Background: an optimization exercise with open tools, aiming at small area, a short achievable clock period and few clock cycles per item. Do not read the settings as production practice. The RTL was checked by simulation tests, not by an equivalence proof against the original design. No activity file was given, so power comes from the tool's default toggle rates.

==> 07-17 <==
## pow_5_seq
module pow_5_seq
(
    input         clock,
    input         reset_n,
    input         run,
    input  [17:0] n,
    output        ready,
    output [17:0] n_pow_5
);
    reg rdy;
    always @(posedge clock or negedge reset_n)
        if (!reset_n) rdy <= 1'b0;
        else          rdy <= run;
    assign ready = rdy;
    wire w1;
    wire w2;
    wire w3;
    wire w4;
    wire w5;
    wire w6;
    wire w7;
    wire w8;
    wire w9;
    wire w10;
    wire w11;
    wire w12;
    wire w13;
    wire w14;
    wire w15;
    wire w16;
    wire w17;
    wire w18;
    wire w19;
    wire w20;
    wire w21;
    wire w22;
    wire w23;
    wire w24;
    wire w25;
    wire w26;
    wire w27;
    wire w28;
    wire w29;
    wire w30;
    wire w31;
    wire w32;
    wire w33;
    wire w34;
    wire w35;
    wire w36;
    wire w37;
    wire w38;
    wire w39;
    wire w40;
    wire w41;
    wire w42;
    wire w43;
    wire w44;
    wire w45;
    wire w46;
    wire w47;
    wire w48;
    wire w49;
    wire w50;
    wire w51;
    wire w52;
    wire w53;
    wire w54;
    wire w55;
    wire w56;
    wire w57;
    wire w58;
    wire w59;
    wire w60;
    wire w61;
    wire w62;
    wire w63;
    wire w64;
    wire w65;
    wire w66;
    wire w67;
    wire w68;
    wire w69;
    wire w70;
    wire w71;
    wire w72;
    wire w73;
    wire w74;
    wire w75;
    wire w76;
    wire w77;
    wire w78;
    wire w79;
    wire w80;
    wire w81;
    wire w82;
    wire w83;
    wire w84;
    wire w85;
    wire w86;
    wire w87;
    wire w88;
    wire w89;
    wire w90;
    wire w91;
    wire w92;
    wire w93;
    wire w94;
    wire w95;
    wire w96;
    wire w97;
    wire w98;
    wire w99;
    wire w100;
    wire w101;
    wire w102;
    wire w103;
    wire w104;
    wire w105;
    wire w106;
    wire w107;
    wire w108;
    wire w109;
    wire w110;
  ...
export LEC_CHECK = 0
export CAP_MARGIN = 20
export CORE_MARGIN = 2
export CORE_UTILIZATION = 40
export SETUP_SLACK_MARGIN = 1.7
export SLEW_MARGIN = 20
create_clock -name core_clock -period 5.8 [get_ports {clock}]
standard.sh (not shown) runs the stock make flow with config.mk's settings and CLKGATE_MAP_FILE= SYNTH_SCRIPT=/design/flow/synth_recipe.tcl, a recipe that flattens the netlist after the stock synthesis.
==> flow/flow/run.sh <==
#!/bin/bash
set -euo pipefail
W=$PWD
PLAT=${FLOW_PLATFORM:-sky130hd}
RES=$W/orfs/results/$PLAT/pow_5_seq/base
REF=$W/ref/results/$PLAT/pow_5_seq/base

# reference: the unchanged standard synthesis, in its own work folder
sed 's#WORK_HOME=\([^ ]*\)/orfs #WORK_HOME=\1/ref #' standard.sh > ref_standard.sh
bash ref_standard.sh "$REF/1_2_yosys.v" > ref_synth.log 2>&1

# our synthesis
bash standard.sh "SYNTH_ARGS=-noabc" "$RES/1_2_yosys.v" > synth_noabc.log 2>&1
if ! python3 flow/match_regs.py "$REF/1_2_yosys.v" "$RES/1_2_yosys.v" > match_regs.log 2>&1; then
  echo "flip-flops do not pair; using the standard synthesis netlist" >> match_regs.log
  cp "$REF/1_2_yosys.v" "$RES/1_2_yosys.v"
  cp "$REF/1_2_yosys.sdc" "$RES/1_2_yosys.sdc"
fi

bash standard.sh "SYNTH_ARGS=-noabc" "BUFFER_PORTS_ARGS=-buffer_cell sky130_fd_sc_hd__buf_1" \
  "CTS_ARGS=-sink_clustering_enable -repair_clock_nets -dont_use_dummy_load -root_buf sky130_fd_sc_hd__clkbuf_8 -buf_list sky130_fd_sc_hd__clkbuf_8" \
  finish > standard_flow.log 2>&1
==> flow/flow/match_regs.py <==
#!/usr/bin/env python3
"""Give each flip-flop of our netlist the instance name the standard synthesis gave the
flip-flop that drives the same net, so the registers pair by name with the standard
synthesis. Exits non-zero (and changes nothing) unless every flip-flop pairs one to one
with the same cell type."""
import re, sys

FF = re.compile(r'^(\s*)(sky130_fd_sc_hd__(?:df|edf|sdf|dl)\w*)\s+(\\\S+\s|\S+)\s*\((.*?)\);', re.S | re.M)

def flops(txt):
    out = []
    for m in FF.finditer(txt):
        q = re.search(r'\.Q\(\s*(\\\S+\s|[^)\s]+)\s*\)', m.group(4))
        out.append((m.group(2), m.group(3).strip(), q.group(1).strip() if q else None, m))
    return out

ref_txt = open(sys.argv[1]).read()
our_txt = open(sys.argv[2]).read()
ref = flops(ref_txt)
our = flops(our_txt)
by_q = {}
for typ, name, q, _ in ref:
    if q is None or q in by_q:
        sys.exit('reference flip-flop without a unique Q net: %s' % name)
    by_q[q] = (typ, name)
if len(ref) != len(our):
    sys.exit('flip-flop count differs: %d vs %d' % (len(ref), len(our)))
used = set()
edits = []
for typ, name, q, m in our:
    if q not in by_q:
        sys.exit('no reference flip-flop drives %s' % q)
    rtyp, rname = by_q[q]
    if rtyp != typ or rname in used:
        sys.exit('flip-flop on %s does not pair: %s %s vs %s %s' % (q, typ, name, rtyp, rname))
    used.add(rname)
    if rname != name:
        edits.append((m.start(3), m.end(3), rname + (' ' if rname.startswith('\\') else '')))
        print('rename %s -> %s' % (name, rname))
for s, e, new in sorted(edits, reverse=True):
    our_txt = our_txt[:s] + new + ' ' + our_txt[e:].lstrip() if False else our_txt[:s] + new + our_txt[e:]
open(sys.argv[2], 'w').write(our_txt)
print('paired %d flip-flops, renamed %d' % (len(our), len(edits)))
==> 11-03 (differences from 07-17) <==
--- a/flow/design.v
+++ b/flow/design.v
@@ -310,26 +310,22 @@
     reg r_w143;
     reg r_w158;
     reg r_w145;
     reg r_w160;
     reg r_w162;
-    reg r_w185;
-    reg r_w163;
     reg r_w186;
     reg r_w187;
+    reg r_w188;
     reg r_w118;
-    reg r_w108;
-    reg r_w110;
     reg r_w199;
+    reg r_w211;
     reg r_w223;
     reg r_w224;
     reg r_w221;
-    reg r_w222;
+    reg r_w238;
     reg r_w219;
     reg r_w246;
-    reg r_w210;
-    reg r_w259;
     reg r_n_0;
     reg r_w1;
     reg r_w2;
     reg r_w3;
     reg r_w4;
@@ -337,10 +333,11 @@
     reg r_w205;
     reg r_w275;
     reg r_w276;
     reg r_w277;
     reg r_w278;
+    reg r_w279;
     reg [16:0] lut_a5;
     always @(*)
         case ({n[5], n[4], n[3], n[2], n[1], n[0]})
             6'd0: lut_a5 = 17'b00000000000000000;
             6'd1: lut_a5 = 17'b00000000000000000;
@@ -764,13 +761,13 @@
     assign w183 = w157 ^ w178;
     assign w184 = w179 ^ w180;
     assign w185 = w181 ^ w182;
     assign w186 = w183 ^ w184;
     assign w187 = w159 ^ w161;
-    assign w188 = r_w185 ^ r_w163;
+    assign w188 = w185 ^ w163;
     assign w189 = r_w186 ^ r_w187;
-    assign w190 = w188 ^ w189;
+    assign w190 = r_w188 ^ w189;
     assign w191 = w165 ^ w190;
     assign w192 = w167 ^ w191;
     assign w193 = w6 & w32;
     assign w194 = w7 & w33;
     assign w195 = w8 & w90;
@@ -787,11 +784,11 @@
     assign w206 = w7 ^ w33;
     assign w207 = w8 ^ w90;
     assign w208 = w9 ^ w92;
     assign w209 = w94 ^ w96;
     assign w210 = w100 ^ w102;
-    assign w211 = r_w108 ^ r_w110;
+    assign w211 = w108 ^ w110;
     assign w212 = r_w118 ^ w120;
     assign w213 = w121 ^ w132;
     assign w214 = w146 ^ w148;
     assign w215 = w166 ^ w168;
     assign w216 = w169 ^ w192;
@@ -802,11 +799,11 @@
     assign w221 = w196 | (w208 & w195);
     assign w222 = w208 & w207;
     assign w223 = w198 | (w210 & w197);
     assign w224 = w210 & w209;
     assign w225 = w200 | (w212 & r_w199);
-    assign w226 = w212 & w211;
+    assign w226 = w212 & r_w211;
     assign w227 = w202 | (w214 & w201);
     assign w228 = w214 & w213;
     assign w229 = w204 | (w216 & w203);
     assign w230 = w216 & w215;
     assign w231 = w2 & w1;
@@ -814,35 +811,35 @@
     assign w233 = w205 & w218;
     assign w234 = w220 & w218;
     assign w235 = w197 | (w209 & w221);
     assign w236 = w209 & w222;
     assign w237 = r_w223 | (r_w224 & r_w221);
-    assign w238 = r_w224 & r_w222;
+    assign w238 = w224 & w222;
     assign w239 = w201 | (w213 & w225);
     assign w240 = w213 & w226;
     assign w241 = w227 | (w228 & w225);
     assign w242 = w228 & w226;
     assign w243 = w4 & w232;
     assign w244 = w218 & w232;
     assign w245 = w233 & w232;
     assign w246 = w234 & w232;
-    assign w247 = r_w199 | (w211 & w237);
-    assign w248 = w211 & w238;
+    assign w247 = r_w199 | (r_w211 & w237);
+    assign w248 = r_w211 & r_w238;
     assign w249 = w225 | (w226 & w237);
-    assign w250 = w226 & w238;
+    assign w250 = w226 & r_w238;
     assign w251 = w239 | (w240 & w237);
-    assign w252 = w240 & w238;
+    assign w252 = w240 & r_w238;
     assign w253 = w241 | (w242 & w237);
-    assign w254 = w242 & w238;
+    assign w254 = w242 & r_w238;
     assign w255 = w195 | (w207 & w219);
     assign w256 = w207 & w246;
     assign w257 = w221 | (w222 & w219);
     assign w258 = w222 & w246;
     assign w259 = w235 | (w236 & w219);
     assign w260 = w236 & w246;
-    assign w261 = w237 | (w238 & r_w219);
-    assign w262 = w238 & r_w246;
+    assign w261 = w237 | (r_w238 & r_w219);
+    assign w262 = r_w238 & r_w246;
     assign w263 = w247 | (w248 & r_w219);
     assign w264 = w248 & r_w246;
     assign w265 = w249 | (w250 & r_w219);
     assign w266 = w250 & r_w246;
     assign w267 = w251 | (w252 & r_w219);
@@ -855,12 +852,12 @@
     assign w274 = w230 & w270;
     assign w275 = w206 ^ w193;
     assign w276 = w207 ^ w219;
     assign w277 = w208 ^ w255;
     assign w278 = w209 ^ w257;
-    assign w279 = r_w210 ^ r_w259;
-    assign w280 = w211 ^ w261;
+    assign w279 = w210 ^ w259;
+    assign w280 = r_w211 ^ w261;
     assign w281 = w212 ^ w263;
     assign w282 = w213 ^ w265;
     assign w283 = w214 ^ w267;
     assign w284 = w215 ^ w269;
     assign w285 = w216 ^ w271;
@@ -878,26 +875,22 @@
         r_w143 <= w143;
         r_w158 <= w158;
         r_w145 <= w145;
         r_w160 <= w160;
         r_w162 <= w162;
-        r_w185 <= w185;
-        r_w163 <= w163;
         r_w186 <= w186;
         r_w187 <= w187;
+        r_w188 <= w188;
         r_w118 <= w118;
-        r_w108 <= w108;
-        r_w110 <= w110;
         r_w199 <= w199;
+        r_w211 <= w211;
         r_w223 <= w223;
         r_w224 <= w224;
         r_w221 <= w221;
-        r_w222 <= w222;
+        r_w238 <= w238;
         r_w219 <= w219;
         r_w246 <= w246;
-        r_w210 <= w210;
-        r_w259 <= w259;
         r_n_0 <= n[0];
         r_w1 <= w1;
         r_w2 <= w2;
         r_w3 <= w3;
         r_w4 <= w4;
@@ -905,8 +898,9 @@
         r_w205 <= w205;
         r_w275 <= w275;
         r_w276 <= w276;
         r_w277 <= w277;
         r_w278 <= w278;
+        r_w279 <= w279;
     end
-    assign n_pow_5 = {w285, w284, w283, w282, w281, w280, w279, r_w278, r_w277, r_w276, r_w275, r_w205, r_w5, r_w4, r_w3, r_w2, r_w1, r_n_0};
+    assign n_pow_5 = {w285, w284, w283, w282, w281, w280, r_w279, r_w278, r_w277, r_w276, r_w275, r_w205, r_w5, r_w4, r_w3, r_w2, r_w1, r_n_0};
 endmodule
==> flow/flow/run.sh (replaced) <==
#!/bin/bash
# Own layout flow: the standard layout (standard.sh, unchanged synthesis and steps),
# except that the port buffers are inserted as buf_2 cells instead of the default choice,
# and clock tree synthesis uses clkbuf_8 buffers without dummy loads.
# make's full output goes to standard_flow.log in this folder; ORFS's per-step logs stay
# under orfs/logs.
set -euo pipefail
bash standard.sh "BUFFER_PORTS_ARGS=-buffer_cell sky130_fd_sc_hd__buf_2" \
  "CTS_ARGS=-sink_clustering_enable -repair_clock_nets -dont_use_dummy_load -root_buf sky130_fd_sc_hd__clkbuf_8 -buf_list sky130_fd_sc_hd__clkbuf_8" \
  finish > standard_flow.log 2>&1
removed: flow/flow/match_regs.py
==> 02-05 (differences from 07-17) <==
==> flow/run.sh (new file) <==
#!/bin/bash
# synth_recipe.tcl (not shown) runs the flow's synth.tcl, then flattens the netlist and writes it again
# the make line also repeats each setting of config.mk as NAME=value (left out here)
make -C /OpenROAD-flow-scripts/flow DESIGN_CONFIG=/design/flow/config.mk WORK_HOME=/design/flow/orfs CLKGATE_MAP_FILE= SYNTH_SCRIPT=/design/flow/synth_recipe.tcl finish
SETUP_SLACK_MARGIN = 1.5   (was 1.7)
removed: flow/flow/run.sh
removed: flow/flow/match_regs.py
removed: flow/standard.sh
==> 01-01 (differences from 07-17) <==
ABC_AREA = 1   (was unset)
==> notes.md <==
quantity	02-05	07-17	01-01	11-03
Outcome	timing/DRC/antenna clean	timing/DRC/antenna clean	timing/DRC/antenna clean	timing/DRC/antenna clean
Fraction of registers with async set or reset after synthesis	2.38%	2.38%	2.38%	2.56%
Post-Syn Area	4470 um2	4110 um2	4110 um2	4450 um2
Routed via count	3831	3493	4051	3813
Critical-path cell with the highest stage delay	dlygate4sd2_1	fa_1	fa_1	fa_1
Clock transition at path regs	90 ps	80 ps	80 ps	90 ps
Number of multi-input combinational cells in the layout	407	371	440	399
Number of cells in the design after placement	679	605	727	662
Timing startpoint of the critical path	n[2]	r_w116	r_w116	n[1]
Setup repair after global routing missed its margin	false	true	true	true
Core area	10900 um2	10100 um2	9860 um2	10800 um2
Max IR drop VDD	0.216 mV	0.142 mV	0.186 mV	0.298 mV
Post-CTS Setup Inserts	0	2	0	0
Non-clock inverter count	40	9	66	43
Final Worst Setup Slack	1660 ps	1730 ps	1750 ps	1740 ps
Routed length per placed instance	17.3 um	17.5 um	19.0 um	17.7 um
Kind of start point of the critical path	input pin	flop	flop	input pin
Startpoint-to-endpoint class of the critical path	in2reg	reg2out	reg2out	in2reg
Area added between synthesis and finish	9.01%	4.26%	5.94%	6.21%
Met3 capacity usage during global routing	3.97%	3.22%	5.07%	3.56%
Pin count of the biggest net entering global routing	56	47	37	85
Testbench counts of 07-17, summed over its fixed seeds: cycles 24,000, items 24,000.
Testbench counts of 11-03, summed over its fixed seeds: cycles 24,000, items 24,000.
Testbench counts of 02-05, summed over its fixed seeds: cycles 24,000, items 24,000.
Testbench counts of 01-01, summed over its fixed seeds: cycles 24,000, items 24,000.

==> run G: inputs <==
pow_5_seq, a different RTL version from the one above (not shown whole).
Settings: LEC_CHECK=0, CAP_MARGIN=20, CORE_MARGIN=2, CORE_UTILIZATION=40, SETUP_SLACK_MARGIN=1.0, SLEW_MARGIN=20; clock period 5.8 ns.
run.sh (not shown) runs the stock make flow with config.mk's settings and CLKGATE_MAP_FILE= SYNTH_SCRIPT=/design/flow/synth_recipe.tcl, a recipe that flattens the netlist after the stock synthesis.
Stock flow here: none of the scripts above is used.
==> inputs of run B, as changes to run G <==
--- a/flow/config.mk
+++ b/flow/config.mk
@@ -9,4 +9,4 @@
 export CORE_MARGIN = 2
 export CORE_UTILIZATION = 40
-export SETUP_SLACK_MARGIN = 1.0
+export SETUP_SLACK_MARGIN = 2.0
 export SLEW_MARGIN = 20
==> inputs of run X, as changes to run G <==
--- a/flow/config.mk
+++ b/flow/config.mk
@@ -9,4 +9,3 @@
 export CORE_MARGIN = 2
 export CORE_UTILIZATION = 40
-export SETUP_SLACK_MARGIN = 1.0
 export SLEW_MARGIN = 20
==> notes.md <==
Status: run B timing/DRC/antenna clean; run G timing/DRC/antenna clean; run X timing/DRC/antenna clean
Fin area: run B 0.005873 mm^2; run G 0.005359 mm^2; run X 0.005351 mm^2
Iteration-0 DRC Markers: run B 351; run G 406; run X 401
Filler cells: run B 1173; run G 1165; run X 1165
Placed instance area: run B 0.005249 mm^2; run G 0.005187 mm^2; run X 0.005187 mm^2
Worst-case setup margin in the final layout: run B 1328 ps; run G 1130 ps; run X 636.5 ps
HPWL reported at the end of detailed placement: run B 10400 um; run G 9660 um; run X 9660 um
Internal power of the cells: run B 1252 uW; run G 1148 uW; run X 1174 uW
Wirelength, routed: run B 14160 um; run G 12570 um; run X 12640 um
Layout overhead on the synthesized area: run B 20.85%; run G 10.27%; run X 10.12%
Unrepaired setup endpoints after global routing: run B yes; run G yes; run X no
Maximum operating frequency: run B 0.2236 GHz; run G 0.2141 GHz; run X 0.1937 GHz
Static Leak: run B 0.002610 uW; run G 0.002408 uW; run X 0.002396 uW
Testbench counts of run G, summed over its fixed seeds: cycles 24,000, items 24,000.
Testbench counts of run B, summed over its fixed seeds: cycles 24,000, items 24,000.
Testbench counts of run X, summed over its fixed seeds: cycles 24,000, items 24,000.

==> static timing again, ports no longer ideal <==
No port has a modelled driver above. Below, the same layouts with a new extraction and two added sets of constraints.
Step 1 sets driving cells, clkbuf_16 on the clock port and buf_2 on the other inputs (assumed; they add their load-dependent delay and slew).
Step 2 also shifts input and output timing later by t, the mid clock arrival at the registers, as if the neighbouring blocks saw the same clock.
a / b / c = no drivers / after step 1 / after step 2; a / b = the first two.
run	t (ns)	setup WS [ns]	worst setup path after step 2	clock arrival spread, ns	worst data-port slew with drivers (ns)
07-17	0.328	1.727 / 1.692 / 1.554	input to register	0.017 / 0.016	0.03
11-03	0.311	1.741 / 1.735 / 1.424	input to register	0.014 / 0.014	0.06
02-05	0.342	1.660 / 1.635 / 1.335	input to register	0.010 / 0.010	0.04
01-01	0.329	1.747 / 1.717 / 1.558	input to register	0.015 / 0.015	0.03
run G	0.325	1.130 / 1.092 / 1.041	input to register	0.005 / 0.005	0.04
run B	0.327	1.328 / 1.295 / 1.622	register to output	0.010 / 0.010	0.04
run X	0.324	0.637 / 0.599 / 0.923	register to output	0.005 / 0.004	0.04
After both steps setup and hold are still met in every run listed. The setup slack of 02-05, which loses most, moves by -0.025 ns with the drivers and by -0.325 ns with both steps.
